Background: an optimization exercise with open tools, aiming at small area. Do not read the settings as production practice. Only simulation tests tie the RTL to the original design; equivalence was not proved. Power and IR drop assume default switching activity.

## old
## ACTIVEPRO
module ACTIVEPRO (
    input       RESET,
    input       SYS_CLOCK,                
    output reg  ACTIVE_DATA ,             
    output reg  ACTIVE_CLOCK,             
    input [511:0] ACTIVE_MESSAGE,         
    input [5:0] ACTIVE_CHANNEL,           
    input  ACTIVE_WR                      
    );
Settings: LEC_CHECK=0, CAP_MARGIN=0, CORE_MARGIN=2, CORE_UTILIZATION=50, CTS_BUF_LIST=sky130_fd_sc_hd__clkbuf_16, CTS_CLUSTER_DIAMETER=80, CTS_CLUSTER_SIZE=30, PLACE_DENSITY=0.6, SLEW_MARGIN=0; clock period 10.0 ns.
standard.sh (not shown) runs the stock make flow with config.mk's settings and CLKGATE_MAP_FILE= SYNTH_SCRIPT=/design/flow/synth_recipe.tcl, a recipe that flattens the netlist after the stock synthesis.
==> flow/flow/run.sh <==
#!/bin/bash
# Standard layout, with the port buffers made from the smallest buffer cell.
set -euo pipefail
export BUFFER_PORTS_ARGS="-buffer_cell sky130_fd_sc_hd__buf_1"
bash standard.sh finish > standard_flow.log 2>&1
Inputs modified between old and new:
--- a/flow/config.mk
+++ b/flow/config.mk
@@ -10,5 +10,7 @@
 export CORE_UTILIZATION = 50
-export CTS_BUF_LIST = sky130_fd_sc_hd__clkbuf_16
-export CTS_CLUSTER_DIAMETER = 80
-export CTS_CLUSTER_SIZE = 30
+export CTS_BUF_LIST = sky130_fd_sc_hd__clkbuf_8
+export CTS_CLUSTER_DIAMETER = 100
+export CTS_CLUSTER_SIZE = 18
+export GPL_ROUTABILITY_DRIVEN = 0
+export GPL_TIMING_DRIVEN = 0
 export PLACE_DENSITY = 0.6
==> comparison <==
- The final layout from new, which completed every stage, passed the timing, design-rule and antenna checks at the end of the flow.
- Compared with old, in new share of final-layout standard cells stronger than drive strength 1 grew by 0.23 points; sequential power held steady; critical path depth grew by 1; power dissipated in combinational cells grew by 13%.
- Looking at destination of the critical timing path, the X[4] result is from new; the X[0] one comes from old.
- Higher final design area excluding fillers goes to new over old.
- Between new and old, it is new whose maximum number of pins on one net before global-route repair is lower, by 223.
- Changes observed in new relative to old: count of buffers not belonging to the clock network in the layout up 119; power consumption now sits lower.


## run 1
The RTL this note starts from:
==> flow/design.v <==
module ACTIVEPRO (
    input       RESET,
    input       SYS_CLOCK,                
    output reg  ACTIVE_DATA ,             
    output reg  ACTIVE_CLOCK,             
    input [511:0] ACTIVE_MESSAGE,         
    input [5:0] ACTIVE_CHANNEL,           
    input  ACTIVE_WR                      
    );
    localparam L = 513;
    reg          busy;                    
    reg          idle;                    
    reg [10:0]   cnt;                     
    reg [5:0]    X;                       
    reg [L-1:0]  ring;
    wire [L-1:0] mp;
    genvar g;
    generate
        for (g = 0; g < 512; g = g + 1) begin : perm
            assign mp[(2*g) % L] = ACTIVE_MESSAGE[g];
        end
    endgenerate
    assign mp[511] = 1'b0;
    always @ (posedge SYS_CLOCK)
        ring <= ~(({ring[L-2:0], ring[L-1]} | {L{idle}}) & (mp | {L{busy}}));
    wire [63:0] tap;
    generate
        for (g = 0; g < 64; g = g + 1) begin : taps
            assign tap[g] = ring[(16*g + 46) % L];
        end
    endgenerate
    wire [6:0] B = cnt[10:4];             
    wire [2:0] bitn = cnt[3:1];
    wire [31:0] det;
    generate
        for (g = 0; g < 32; g = g + 1) begin : dets
            localparam integer Q = (16*(2*g+2) + 2*(g % 8)) % L;
            assign det[g] = &{ring[(Q+14) % L], ring[(Q+12) % L], ring[(Q+10) % L], ring[(Q+8) % L],
                              ring[(Q+6) % L],  ring[(Q+4) % L],  ring[(Q+2) % L],  ring[Q]};
        end
    endgenerate
    wire       search = B[6] & (B[1] ^ B[0]) & cnt[0];    
    wire [3:0] hit;
    generate
        for (g = 0; g < 4; g = g + 1) begin : hits
            assign hit[g] = det[8*g + bitn];
        end
    endgenerate
    wire [1:0] a = hit[0] ? 2'd0 : hit[1] ? 2'd1 : hit[2] ? 2'd2 : 2'd3;
    wire [5:0] cand = {a, bitn, ~B[1]};
    wire       take = search & (|hit) & (cand < X);
    wire       last = (B == {1'b0, X});
    wire [7:0] SECOND_BYTE = {2'b01, ACTIVE_CHANNEL};
    reg        dbit;
    always @*
    begin
        if (B[6] && B[1:0] == 2'b01)       dbit = (bitn != 3'd0);
        else if (B[6] && B[1:0] == 2'b10)  dbit = SECOND_BYTE[7-bitn];
        else                               dbit = ~tap[X];
    end
    always @ (posedge SYS_CLOCK)
    begin
        cnt <= busy ? cnt + 11'd1 : {7'd125, 4'd1};
        if (!busy)     X <= 6'd63;
        else if (take) X <= cand;
    end
    always @ (posedge SYS_CLOCK)
    begin
        if (RESET)
        begin
            busy <= 1'b0;
            idle <= 1'b1;
            ACTIVE_CLOCK <= 1'b0;
            ACTIVE_DATA <= 1'b0;
        end
        else
        begin
            busy <= busy ? !last : ACTIVE_WR;
            idle <= idle ? !ACTIVE_WR : last;
            if (busy)
            begin
                ACTIVE_CLOCK <= !cnt[0];
                if (cnt[0]) ACTIVE_DATA <= dbit;
            end
        end
    end
endmodule
clock: 10.0 ns
lec_check: 0
cap_margin: 0
core_margin: 2
core_utilization: 50
cts_buf_list: sky130_fd_sc_hd__clkbuf_8
cts_cluster_diameter: 100
cts_cluster_size: 19
place_density: 0.6
slew_margin: 0
Scripts as last shown in full above: flow/flow/run.sh
> inputs changed (run 1 -> run 2)
- CTS_CLUSTER_SIZE removed (was 19)
- CTS_CLUSTER_DIAMETER removed (was 100)
- CAP_MARGIN changed from 0 to 20
- SLEW_MARGIN changed from 0 to 20
- CTS_BUF_LIST removed (was sky130_fd_sc_hd__clkbuf_8)
[summary]
- When run 2 is set beside run 1, its cell count turns out to be about 2.5% larger.
- Worst-case setup margin in the final layout is higher on run 2
- Relative area change from synthesis to final layout sits higher in run 2 than in run 1.
- When the final numbers for run 1 and run 2 were put side by side, the count of filler cells inserted in the layout turned out to be greater in run 1.
- From run 1 to run 2 the numbers moved as follows: global-route usage now sits higher, core utilization of the finished layout went up, timing-limited maximum frequency now sits higher, cell-internal power picked up an extra 30%.
- Higher clock-buffer cell count was reported by run 2, not run 1.


== the baseline ==
Starts from the design.v that is shown in full above.
clock: 10.0 ns
lec_check: 0
cap_margin: 0
core_margin: 2
core_utilization: 50
cts_buf_list: sky130_fd_sc_hd__clkbuf_8
cts_cluster_diameter: 100
cts_cluster_size: 18
place_density: 0.6
slew_margin: 0
Scripts as last shown in full above: flow/flow/run.sh
The baseline: done, clean on timing, DRC and antenna
--- input diff the baseline..the candidate ---
--- a/flow/config.mk
+++ b/flow/config.mk
@@ -8 +8 @@
-export CAP_MARGIN = 0
+export CAP_MARGIN = 20
@@ -11,3 +11,3 @@
-export CTS_BUF_LIST = sky130_fd_sc_hd__clkbuf_8
-export CTS_CLUSTER_DIAMETER = 100
-export CTS_CLUSTER_SIZE = 18
+export CTS_BUF_LIST = sky130_fd_sc_hd__clkbuf_16
+export CTS_CLUSTER_DIAMETER = 60
+export CTS_CLUSTER_SIZE = 36
@@ -15 +15 @@
-export SLEW_MARGIN = 0
+export SLEW_MARGIN = 20
==> summary.txt <==
The candidate ran to completion and came out clean on the timing, design-rule and antenna checks. The baseline reached the end of the flow, and the finished layout is clean on the timing, design-rule and antenna checks. Non-clock buffer area fraction after layout: the candidate < the baseline. Across both runs, post-layout instance count excluding filler cells was higher for the candidate than for the baseline. Core utilization: the candidate higher than the baseline. Compared with the baseline, the candidate ends up with a larger final cell area. Post-synthesis async set-or-reset flop share of the baseline is on par with the candidate. NOTE: maximum fanout along the worst path in the candidate falls short of that of the baseline.


== alpha ==
Starts from the design.v that is shown in full above.
export LEC_CHECK = 0
export CAP_MARGIN = 20
export CORE_MARGIN = 2
export CORE_UTILIZATION = 50
export CTS_BUF_LIST = sky130_fd_sc_hd__clkbuf_16
export CTS_CLUSTER_DIAMETER = 80
export CTS_CLUSTER_SIZE = 30
export PLACE_DENSITY = 0.6
export SLEW_MARGIN = 20
create_clock -name core_clock -period 10.0 [get_ports {SYS_CLOCK}]
Scripts as last shown in full above: flow/flow/run.sh
What beta does differently from alpha at the input level:
# alpha
export LEC_CHECK = 0
export CAP_MARGIN = 20
export CORE_MARGIN = 2
export CORE_UTILIZATION = 50
export CTS_BUF_LIST = sky130_fd_sc_hd__clkbuf_16
export CTS_CLUSTER_DIAMETER = 80
export CTS_CLUSTER_SIZE = 30
export PLACE_DENSITY = 0.6
export SLEW_MARGIN = 20
create_clock -name core_clock -period 10.0 [get_ports {SYS_CLOCK}]
# beta
export LEC_CHECK = 0
export CAP_MARGIN = 0
export CORE_MARGIN = 2
export CORE_UTILIZATION = 60
export CTS_BUF_LIST = sky130_fd_sc_hd__clkbuf_8
export CTS_CLUSTER_DIAMETER = 100
export CTS_CLUSTER_SIZE = 18
export PLACE_DENSITY = 0.7
export SLEW_MARGIN = 0
create_clock -name core_clock -period 10.0 [get_ports {SYS_CLOCK}]
==> comparison <==
Of beta and alpha, alpha shows the lower multi-input logic portion of the cell area, with beta above it.
Compared with alpha, in beta wire length dropped 2.6%, sequential share of power climbed 1.8 points.
Run comparison: beta endpoint of the most critical setup path X[4]$_SDFFE_PN1P_; alpha endpoint of the most critical setup path X[0]$_SDFFE_PN1P_
beta gives less share of the clock period used by the worst path than alpha did.
alpha → beta: met1 track utilization from global routing up 5.1 points, worst-case vdd ir drop shrank by 6.2%.
Relative to alpha, the total met2 wirelength after detailed routing measured on beta has decreased by a few percent.
Status | beta and alpha | clean


Starts from the design.v that is shown in full above.
clock: 10.0 ns
lec_check: 0
cap_margin: 0
core_margin: 2
core_utilization: 50
cts_buf_list: sky130_fd_sc_hd__clkbuf_16
cts_cluster_diameter: 80
cts_cluster_size: 32
place_density: 0.6
slew_margin: 0
Scripts as last shown in full above: flow/flow/run.sh
The first run finished clean.
Rerun with:
Settings changed: CORE_UTILIZATION 50 to 60, CTS_CLUSTER_DIAMETER 80 to 70, PLACE_DENSITY 0.6 to 0.75.
After rerunning: The new run went through all stages and came out clean. Non-clock buffer count falls by 1. Cell area rises by 1.1%. Via count rises by 2.5%. Clock skew rises by 0.0094 ns. Routed wire length falls by 1.1%. Die area falls by 16%. Sequential power is about the same. Total power rises by 6.9%.
Rerun with:
Settings changed: CORE_UTILIZATION 60 to 50, CTS_BUF_LIST sky130_fd_sc_hd__clkbuf_16 to sky130_fd_sc_hd__clkbuf_8, CTS_CLUSTER_SIZE 32 to 18, PLACE_DENSITY 0.75 to 0.6.
Cell area is lower by 1.3%.
Synthesized cell count does not change.
Combinational power hardly moves.
Die area grows by 20%.
Power decreases by 7.8%.
Wire length rose by 1.4%.
Rerun with:
Settings changed: CTS_BUF_LIST sky130_fd_sc_hd__clkbuf_8 to sky130_fd_sc_hd__clkbuf_8 sky130_fd_sc_hd__clkbuf_16, CTS_CLUSTER_DIAMETER 70 to 80, CTS_CLUSTER_SIZE 18 to 20.
Total power came out higher by 6.5%; non-clock buffer count is unchanged; utilization came out higher by 0.88 points.


## run A
ACTIVEPRO, a different RTL version from the one above (not shown whole).
For scale: roughly 1600 cells after synthesis, roughly 530 flip-flops, about 520 I/O pins, roughly 17000 um2 of cells after synthesis.
export LEC_CHECK = 0
export CAP_MARGIN = 20
export CORE_MARGIN = 2
export CORE_UTILIZATION = 50
export PLACE_DENSITY = 0.6
export SLEW_MARGIN = 20
create_clock -name core_clock -period 10.0 [get_ports {SYS_CLOCK}]
run.sh (not shown) runs the stock make flow with config.mk's settings and CLKGATE_MAP_FILE= SYNTH_SCRIPT=/design/flow/synth_recipe.tcl, a recipe that flattens the netlist after the stock synthesis.
Stock flow here: none of the scripts above is used.
## Diff of input files: run B against run A
-- flow/config.mk --
<<< run A, line 11
>>> run B, line 11
export CTS_BUF_LIST = sky130_fd_sc_hd__clkbuf_4 sky130_fd_sc_hd__clkbuf_8
export CTS_CLUSTER_SIZE = 30
==> comparison <==
- Run B reached the final stage; the timing, design-rule and antenna checks on its layout passed.
- Run A → run B: sum of met3 wire segment lengths after detailed routing went down, number of clock buffers in the layout went up, TritonCTS buffer count went up, global-route wire length before repair went up.
- Global-route usage, run B and run A, lower one = run A.
- Source-to-sink clock delay at the later pin of the worst-skew pair on run B is up relative to run A.
- Setup slack of the critical path after layout, run B and run A, higher one = run B.
Inputs modified between run B and run C:
-- flow/config.mk --
<<< run B, line 10
export CORE_UTILIZATION = 50
export CTS_BUF_LIST = sky130_fd_sc_hd__clkbuf_4 sky130_fd_sc_hd__clkbuf_8
export CTS_CLUSTER_SIZE = 30
export PLACE_DENSITY = 0.6
>>> run C, line 10
export CORE_UTILIZATION = 75
export CTS_BUF_LIST = sky130_fd_sc_hd__clkbuf_4
export CTS_CLUSTER_SIZE = 20
export PLACE_DENSITY = 0.85
==> summary.txt <==
Height of the chip (run B / run C): 1.2
Run B and run C ended up with roughly the same synthesized-area fraction occupied by xor and xnor cells.
Run C | ERROR | global placement
Number of buffers inserted by port buffering: run B vs run C — no meaningful difference
The die width in run C sits 34 um below the value recorded for run B.
Re number of synthesized flops with an enable pin: no difference whatsoever between run B and run C.
Initial core utilization: lower on run B

-- what the ideal ports hide --
How much do the figures lean on ideal ports? The routed layouts below were timed once more, with nothing changed but the port constraints. Step 1 sets driving cells, clkbuf_16 on the clock port and buf_2 on the other inputs (assumed; they add their load-dependent delay and slew). Step 2 times the ports against the registers' clock, not the clock port: input delays grow and output delays shrink by t, the midpoint of the rising clock arrivals with the driver on. Three values: ideal ports, drivers, drivers and shift; two values: the first two.
| run | shift t [ns] | slack for setup (ns) | worst register clock-pin slew, ns | pins driven straight from the clock port |
|---|---|---|---|---|
| old | 0.595 | 6.176 / 6.176 / 6.092 | 0.11 / 0.11 | 1 |
| new | 0.613 | 6.714 / 6.714 / 6.469 | 0.12 / 0.12 | 1 |
| run 1 | 0.610 | 6.101 / 6.101 / 6.101 | 0.12 / 0.12 | 1 |
| run 2 | 0.615 | 6.505 / 6.505 / 6.094 | 0.07 / 0.07 | 1 |
| the baseline | 0.615 | 6.068 / 6.068 / 6.068 | 0.11 / 0.11 | 1 |
| the candidate | 0.585 | 6.542 / 6.542 / 6.041 | 0.10 / 0.10 | 1 |
| alpha | 0.595 | 6.510 / 6.510 / 6.125 | 0.12 / 0.12 | 1 |
| beta | 0.598 | 6.568 / 6.568 / 6.391 | 0.11 / 0.11 | 1 |
| the first run of note 5 | 0.599 | 6.078 / 6.078 / 6.078 | 0.12 / 0.12 | 1 |
| the second run of note 5 | 0.624 | 6.378 / 6.378 / 6.378 | 0.12 / 0.12 | 1 |
| the third run of note 5 | 0.613 | 6.116 / 6.116 / 6.110 | 0.11 / 0.11 | 1 |
| the fourth run of note 5 | 0.625 | 6.113 / 6.113 / 6.061 | 0.09 / 0.09 | 1 |
| run A | 0.607 | 5.942 / 5.963 / 5.356 | 0.07 / 0.07 | 1 |
| run B | 0.659 | 6.003 / 6.028 / 5.370 | 0.07 / 0.07 | 1 |
After both steps setup and hold are still met in every run listed. For run B, which loses most, drivers alone change the setup slack by +0.025 ns; drivers and shift together by -0.633 ns.
